This design comes from an exercise in tuning for small area, a short achievable clock period and few clock cycles on the open sky130 flow, not from production work.
Only simulation tests tie the RTL to the original design; equivalence was not proved.
Power and IR drop assume default switching activity.

Setup of job 2570:
==> flow/design.v <==
module miniMIPS_Top
(
    input  wire         clk,
    input  wire         rst,
    output wire [31: 0] inst_addr,
    input  wire [31: 0] inst_data,
    output wire         data_wen,
    output wire [31: 0] data_addr,
    output wire [31: 0] data_dout,
    input  wire [31: 0] data_din
);
    reg  [31: 0] fpc;            
    reg  [31: 0] d_inst;         
    reg  [31: 0] d_rs;           
    reg  [31: 0] d_rt;
    reg          d_hs;           
    reg          d_ht;
    reg  [31: 0] e_op1;
    reg  [31: 0] e_op2;
    reg  [31: 0] e_addr;         
    reg  [ 4: 0] e_rd;
    reg          e_wen;          
    reg          e_sub;
    reg          e_ssum;         
    reg          e_slog;         
    reg          e_sslt;         
    reg          e_ssh;          
    reg  [ 4: 0] e_sa;           
    reg  [ 1: 0] e_lop;          
    reg          e_sltu;
    reg          e_shr;          
    reg          e_sar;          
    reg          e_load;
    reg          e_store;
    reg          e_br;           
    reg  [ 1: 0] e_bc;           
    reg          e_pred;         
    wire [33: 0] sum34 = {1'b0, e_op1, 1'b1} + {1'b0, e_op2, e_sub};
    wire [31: 0] sum   = sum34[32:1];
    wire         b31   = ~e_op2[31];
    wire         slt   = (e_op1[31] ^ b31) ? (e_sltu ? b31 : e_op1[31]) : sum[31];
    reg  [31: 0] lres;
    always @(*) begin
        case (e_lop)
            2'd0: lres = e_op1 & e_op2;
            2'd1: lres = e_op1 | e_op2;
            2'd2: lres = e_op1 ^ e_op2;
            default: lres = ~(e_op1 | e_op2);
        endcase
    end
    wire [31: 0] sh_in;
    wire [31: 0] sh_out;
    wire [31: 0] sh_r;
    genvar gi;
    generate
        for (gi = 0; gi < 32; gi = gi + 1) begin : g_rev
            assign sh_in[gi]  = e_shr ? e_op2[gi] : e_op2[31-gi];
            assign sh_out[gi] = e_shr ? sh_r[gi]  : sh_r[31-gi];
        end
    endgenerate
    wire         sh_fill = e_sar & e_op2[31];
    wire [63: 0] sh_w    = {{32{sh_fill}}, sh_in} >> e_sa;
    assign sh_r = sh_w[31:0];
    wire [31: 0] ex_res = ({32{e_ssum}} & sum)
                        | ({32{e_slog}} & lres)
                        | {31'b0, e_sslt & slt}
                        | ({32{e_ssh}}  & sh_out)
                        | ({32{e_load}} & data_din);
    assign inst_addr = fpc;
    assign data_addr = e_addr;
    assign data_wen  = e_store;
    assign data_dout = e_op2;
    wire         eq_e   = (e_op1 == e_op2);
    wire         cnd_e  = (e_bc[1] ? (e_op1[31] | eq_e) : eq_e) ^ e_bc[0];
    wire         miss   = e_br & (cnd_e ^ e_pred);
    wire [31: 0] rf [0:31];
    assign rf[0] = 32'b0;
    generate
        for (gi = 1; gi < 32; gi = gi + 1) begin : g_rf
            reg [31: 0] q;
            always @(posedge clk) begin
                if (e_wen && e_rd == gi) q <= ex_res;
            end
            assign rf[gi] = q;
        end
    endgenerate
    wire [ 5: 0] opc   = d_inst[31:26];
    wire [ 4: 0] rs    = d_inst[25:21];
    wire [ 4: 0] rt    = d_inst[20:16];
    wire [ 4: 0] rd    = d_inst[15:11];
    wire [ 4: 0] sa    = d_inst[10: 6];
    wire [ 5: 0] fn    = d_inst[ 5: 0];
    wire [15: 0] imm   = d_inst[15: 0];
    wire         i_mem   = opc[5];                        
    wire         i_ialu  = ~opc[5] & opc[3];              
    wire         i_low   = ~opc[5] & ~opc[3];             
    wire         i_spec  = i_low & ~opc[2] & ~opc[1];     
    wire         i_j     = i_low & ~opc[2] & opc[1];      
    wire         i_jal   = i_j & opc[0];
    wire         i_br    = i_low & opc[2];
    wire         i_load  = i_mem & ~opc[3];
    wire         i_store = i_mem & opc[3];
    wire         r_jr    = ~fn[5] & fn[3];
    wire         r_sh    = ~fn[5] & ~fn[3];
    wire         r_shi   = r_sh & ~fn[2];                 
    wire         i_jr    = i_spec & r_jr;
    reg  [ 4: 0] dst;
    always @(*) begin
        if (i_spec)      dst = r_jr ? 5'd0 : rd;
        else if (i_jal)  dst = 5'd31;
        else if (i_ialu | i_load) dst = rt;
        else             dst = 5'd0;
    end
    reg          c_sub;
    reg  [ 1: 0] c_rsel;
    reg  [ 1: 0] c_lop;
    reg          c_sltu;
    always @(*) begin
        c_sub  = 1'b0;
        c_rsel = 2'd0;
        c_lop  = 2'd0;
        c_sltu = 1'b0;
        if (i_spec) begin
            if (r_sh) c_rsel = 2'd3;
            else if (fn[3]) begin            
                c_sub = 1'b1; c_rsel = 2'd2; c_sltu = fn[0];
            end else if (fn[2]) begin        
                c_rsel = 2'd1; c_lop = fn[1:0];
            end else begin                   
                c_sub = fn[1];
            end
        end else if (i_ialu) begin
            case (opc[2:0])
                3'b010: begin c_sub = 1'b1; c_rsel = 2'd2; end
                3'b011: begin c_sub = 1'b1; c_rsel = 2'd2; c_sltu = 1'b1; end
                3'b100: begin c_rsel = 2'd1; c_lop = 2'd0; end
                3'b101: begin c_rsel = 2'd1; c_lop = 2'd1; end
                3'b110: begin c_rsel = 2'd1; c_lop = 2'd2; end
                3'b111: begin c_rsel = 2'd1; c_lop = 2'd1; end    
                default: ;
            endcase
        end
    end
    wire [31: 0] sext = {{16{imm[15]}}, imm};
    reg  [31: 0] imm32;
    always @(*) begin
        if (i_jal)                                imm32 = 32'b0;
        else if (i_ialu & (opc[2:0] == 3'b111))   imm32 = {imm, 16'b0};
        else if (i_ialu & opc[2])                 imm32 = {16'b0, imm};
        else                                      imm32 = sext;
    end
    wire         use_imm = i_ialu | i_load | i_jal;
    wire         use_sa  = i_spec & r_shi;
    wire [31: 0] rs_rf = d_rs;
    wire [31: 0] rt_rf = d_rt;
    wire         hit_s = d_hs;           
    wire         hit_t = d_ht;
    wire [31: 0] rs_v  = hit_s ? ex_res : rs_rf;
    wire [31: 0] rt_v  = hit_t ? ex_res : rt_rf;
    wire [31: 0] pc_inc    = fpc + 32'd4;
    wire [31: 0] br_target = fpc + {sext[29:0], 2'b00};
    wire [31: 0] j_target  = {fpc[31:28], d_inst[25:0], 2'b00};
    wire         stall   = i_mem & hit_s;
    wire         bubble  = stall | miss;
    wire [31: 0] addr_n  = rs_rf + sext;
    wire         eq_d    = (rs_rf == rt_rf);
    wire         cnd_d   = (opc[1] ? (rs_rf[31] | eq_d) : eq_d) ^ opc[0];
    wire         dep_alu = hit_s | (hit_t & ~opc[1]);
    wire         pred    = imm[15];                       
    wire         br_same = ~opc[1] & (rs == rt);
    wire [31: 0] zd_p    = e_op1 ^ e_op2;
    wire [31: 0] zd_o    = {e_op1[30:0] | e_op2[30:0], e_sub};
    wire         zd      = ~|(zd_p ^ zd_o);
    wire         br_zd   = ~opc[1] & (rt == 5'd0) & hit_s & e_ssum;
    wire         tk_d    = br_same ? ~opc[0] :
                           br_zd   ? (zd ^ opc[0]) :
                           dep_alu ? pred : cnd_d;
    wire [31: 0] op1_o = use_sa ? {27'b0, sa} : (i_jal ? pc_inc : rs_rf);
    wire [31: 0] op2_o = (use_imm ? imm32 : rt_rf) ^ {32{c_sub}};
    wire [31: 0] op1_n = (hit_s & ~use_sa & ~i_jal) ? ex_res : op1_o;
    wire [31: 0] op2_n = (hit_t & ~use_imm)          ? (ex_res ^ {32{c_sub}}) : op2_o;
    wire [31: 0] ea_n  = i_br ? (pred ? pc_inc : br_target) : addr_n;
    reg  [31: 0] fpc_n;
    always @(*) begin
        if (miss)                 fpc_n = e_addr;
        else if (stall)           fpc_n = fpc;
        else if (i_jr)            fpc_n = rs_v;
        else if (i_j)             fpc_n = j_target;
        else if (i_br & tk_d)     fpc_n = br_target;
        else                      fpc_n = pc_inc;
    end
    wire [ 4: 0] f_rs   = inst_data[25:21];
    wire [ 4: 0] f_rt   = inst_data[20:16];
    wire [31: 0] f_rs_v = (e_wen & (e_rd == f_rs)) ? ex_res :
                          rf[f_rs];
    wire [31: 0] f_rt_v = (e_wen & (e_rd == f_rt)) ? ex_res :
                          rf[f_rt];
    always @(posedge clk) begin
        if (stall) begin
            d_rs <= rs_v;
            d_rt <= rt_v;
        end else begin
            d_rs <= f_rs_v;
            d_rt <= f_rt_v;
        end
    end
    always @(posedge clk, posedge rst) begin
        if (rst) begin
            fpc    <= 32'b0;
            d_inst <= 32'b0;
            d_hs   <= 1'b0;
            d_ht   <= 1'b0;
        end else begin
            fpc    <= {fpc_n[31:2], 2'b00};
            d_hs   <= ~bubble & (dst != 5'd0) & (dst == f_rs);
            d_ht   <= ~bubble & (dst != 5'd0) & (dst == f_rt);
            if (miss)        d_inst <= 32'b0;
            else if (!stall) d_inst <= inst_data;
        end
    end
    always @(posedge clk, posedge rst) begin
        if (rst) begin
            e_rd    <= 5'd0;
            e_wen   <= 1'b0;
            e_load  <= 1'b0;
            e_store <= 1'b0;
            e_br    <= 1'b0;
        end else begin
            e_rd    <= dst;
            e_wen   <= (dst != 5'd0) & ~stall;
            e_load  <= i_load & ~stall;
            e_store <= i_store & ~stall;
            e_br    <= i_br & dep_alu & ~br_same & ~br_zd;
        end
    end
    always @(posedge clk) begin
        e_op1  <= op1_n;
        e_op2  <= op2_n;
        e_addr <= ea_n;
        e_sub  <= c_sub;
        e_ssum <= (c_rsel == 2'd0) & ~i_load;
        e_slog <= (c_rsel == 2'd1);
        e_sslt <= (c_rsel == 2'd2);
        e_ssh  <= (c_rsel == 2'd3);
        e_sa   <= (c_rsel == 2'd3) ? op1_n[4:0] : 5'd0;
        e_lop  <= c_lop;
        e_sltu <= c_sltu;
        e_shr  <= fn[1];
        e_sar  <= fn[0];
        e_bc   <= opc[1:0];
        e_pred <= pred;
    end
endmodule
clock: 9.0 ns
lec_check: 0
cap_margin: 20
core_margin: 2
core_utilization: 55
cts_cluster_diameter: 90
cts_cluster_size: 20
place_density: 0.65
setup_slack_margin: 5
slew_margin: 20
run.sh (not shown) runs the stock make flow with config.mk's settings and CLKGATE_MAP_FILE= SYNTH_SCRIPT=/design/flow/synth_recipe.tcl, a recipe that flattens the netlist after the stock synthesis.
Testbench counts of job 2570, summed over its fixed seeds: cycles 54,634.
The inputs of job 2504 differ from those of job 2570 as listed below.
--- a/flow/design.v
+++ b/flow/design.v
@@ -23,12 +23,15 @@
     reg          e_sub;
     reg          e_ssum;         
     reg          e_slog;         
     reg          e_sslt;         
     reg          e_ssh;          
     reg  [ 4: 0] e_sa;           
+    reg          w_en;           
+    reg  [ 4: 0] w_rd;
+    reg  [31: 0] w_res;
     reg  [ 1: 0] e_lop;          
     reg          e_sltu;
     reg          e_shr;          
     reg          e_sar;          
     reg          e_load;
     reg          e_store;
@@ -76,13 +79,13 @@
     wire [31: 0] rf [0:31];
     assign rf[0] = 32'b0;
     generate
         for (gi = 1; gi < 32; gi = gi + 1) begin : g_rf
             reg [31: 0] q;
             always @(posedge clk) begin
-                if (e_wen && e_rd == gi) q <= ex_res;
+                if (w_en && w_rd == gi) q <= w_res;
             end
             assign rf[gi] = q;
         end
     endgenerate
     wire [ 5: 0] opc   = d_inst[31:26];
     wire [ 4: 0] rs    = d_inst[25:21];
@@ -189,15 +192,15 @@
         else if (i_br & tk_d)     fpc_n = br_target;
         else                      fpc_n = pc_inc;
     end
     wire [ 4: 0] f_rs   = inst_data[25:21];
     wire [ 4: 0] f_rt   = inst_data[20:16];
     wire [31: 0] f_rs_v = (e_wen & (e_rd == f_rs)) ? ex_res :
-                          rf[f_rs];
+                          (w_en  & (w_rd == f_rs)) ? w_res  : rf[f_rs];
     wire [31: 0] f_rt_v = (e_wen & (e_rd == f_rt)) ? ex_res :
-                          rf[f_rt];
+                          (w_en  & (w_rd == f_rt)) ? w_res  : rf[f_rt];
     always @(posedge clk) begin
         if (stall) begin
             d_rs <= rs_v;
             d_rt <= rt_v;
         end else begin
             d_rs <= f_rs_v;
@@ -230,13 +233,23 @@
             e_wen   <= (dst != 5'd0) & ~stall;
             e_load  <= i_load & ~stall;
             e_store <= i_store & ~stall;
             e_br    <= i_br & dep_alu & ~br_same & ~br_zd;
         end
     end
+    always @(posedge clk, posedge rst) begin
+        if (rst) begin
+            w_en <= 1'b0;
+            w_rd <= 5'd0;
+        end else begin
+            w_en <= e_wen;
+            w_rd <= e_rd;
+        end
+    end
     always @(posedge clk) begin
+        w_res  <= ex_res;
         e_op1  <= op1_n;
         e_op2  <= op2_n;
         e_addr <= ea_n;
         e_sub  <= c_sub;
         e_ssum <= (c_rsel == 2'd0) & ~i_load;
         e_slog <= (c_rsel == 2'd1);
Results
The simple-gate share of the synthesized area reported for job 2504 is greater than that of job 2570 by 0.22 points.
The count of different cell masters after synthesis of job 2504 exceeds that of job 2570 by about 3.7%.
When job 2504 is set beside job 2570, its setup slack turns out to be 0.044 ns smaller.
Against job 2570, job 2504 comes in 0.74 points lower on aggregate global-route resource usage.
The width of the die in job 2504 was higher than what job 2570 gave.
inst_data[20] as the launching element of the worst setup path was reported by job 2570, and inst_data[23] by job 2504.
A worst-path cell with the longest stage delay of or4_1 is what job 2504 shows, while nor3_2 belongs to job 2570.
Final cell area: job 2504 above job 2570
Taking job 2570 as the reference, in job 2504 clock skew after layout went down 0.013 ns; synthesized cell count now larger; synthesized area divided by synthesized cell count shrank by 0.078 um^2.
Largest fanout on the critical path | job 2504 above job 2570
Compare job 2570 and job 2504 | post-synthesis cell area higher: job 2504
Between job 2504 and job 2570, it is job 2504 whose total power after layout is higher, by about 1.3%.
Compared with job 2570, job 2504 shows met1 layer wirelength in the final routing that has gone up by a few percent.
Clock buffer count of job 2504 exceeds that of job 2570 by a few percent.
Testbench counts of job 2504, summed over its fixed seeds: cycles 54,634.

-- re-timing with driven ports --
In the flow no input, the clock included, has a driving cell. The finished layouts below were timed again as built, in two steps. Step 1 sets driving cells, clkbuf_16 on the clock port and buf_2 on the other inputs (assumed; they add their load-dependent delay and slew). Step 2, shift: input delay + t, output delay - t, t = (earliest + latest rising clock arrival at the registers) / 2. This alone moves slack from input paths to output paths. a / b / c = ideal / step 1 / step 2; a / b = the first two.
run	t (ns)	setup WS [ns]	worst slew at a driven data input, ns
job 2570	0.778	4.924 / 4.965 / 4.190	0.05
job 2504	0.789	4.879 / 4.802 / 4.013	0.21
After both steps every run listed still meets setup and hold. The setup slack of job 2504, which loses most, moves by -0.077 ns with the drivers and by -0.866 ns with both steps.
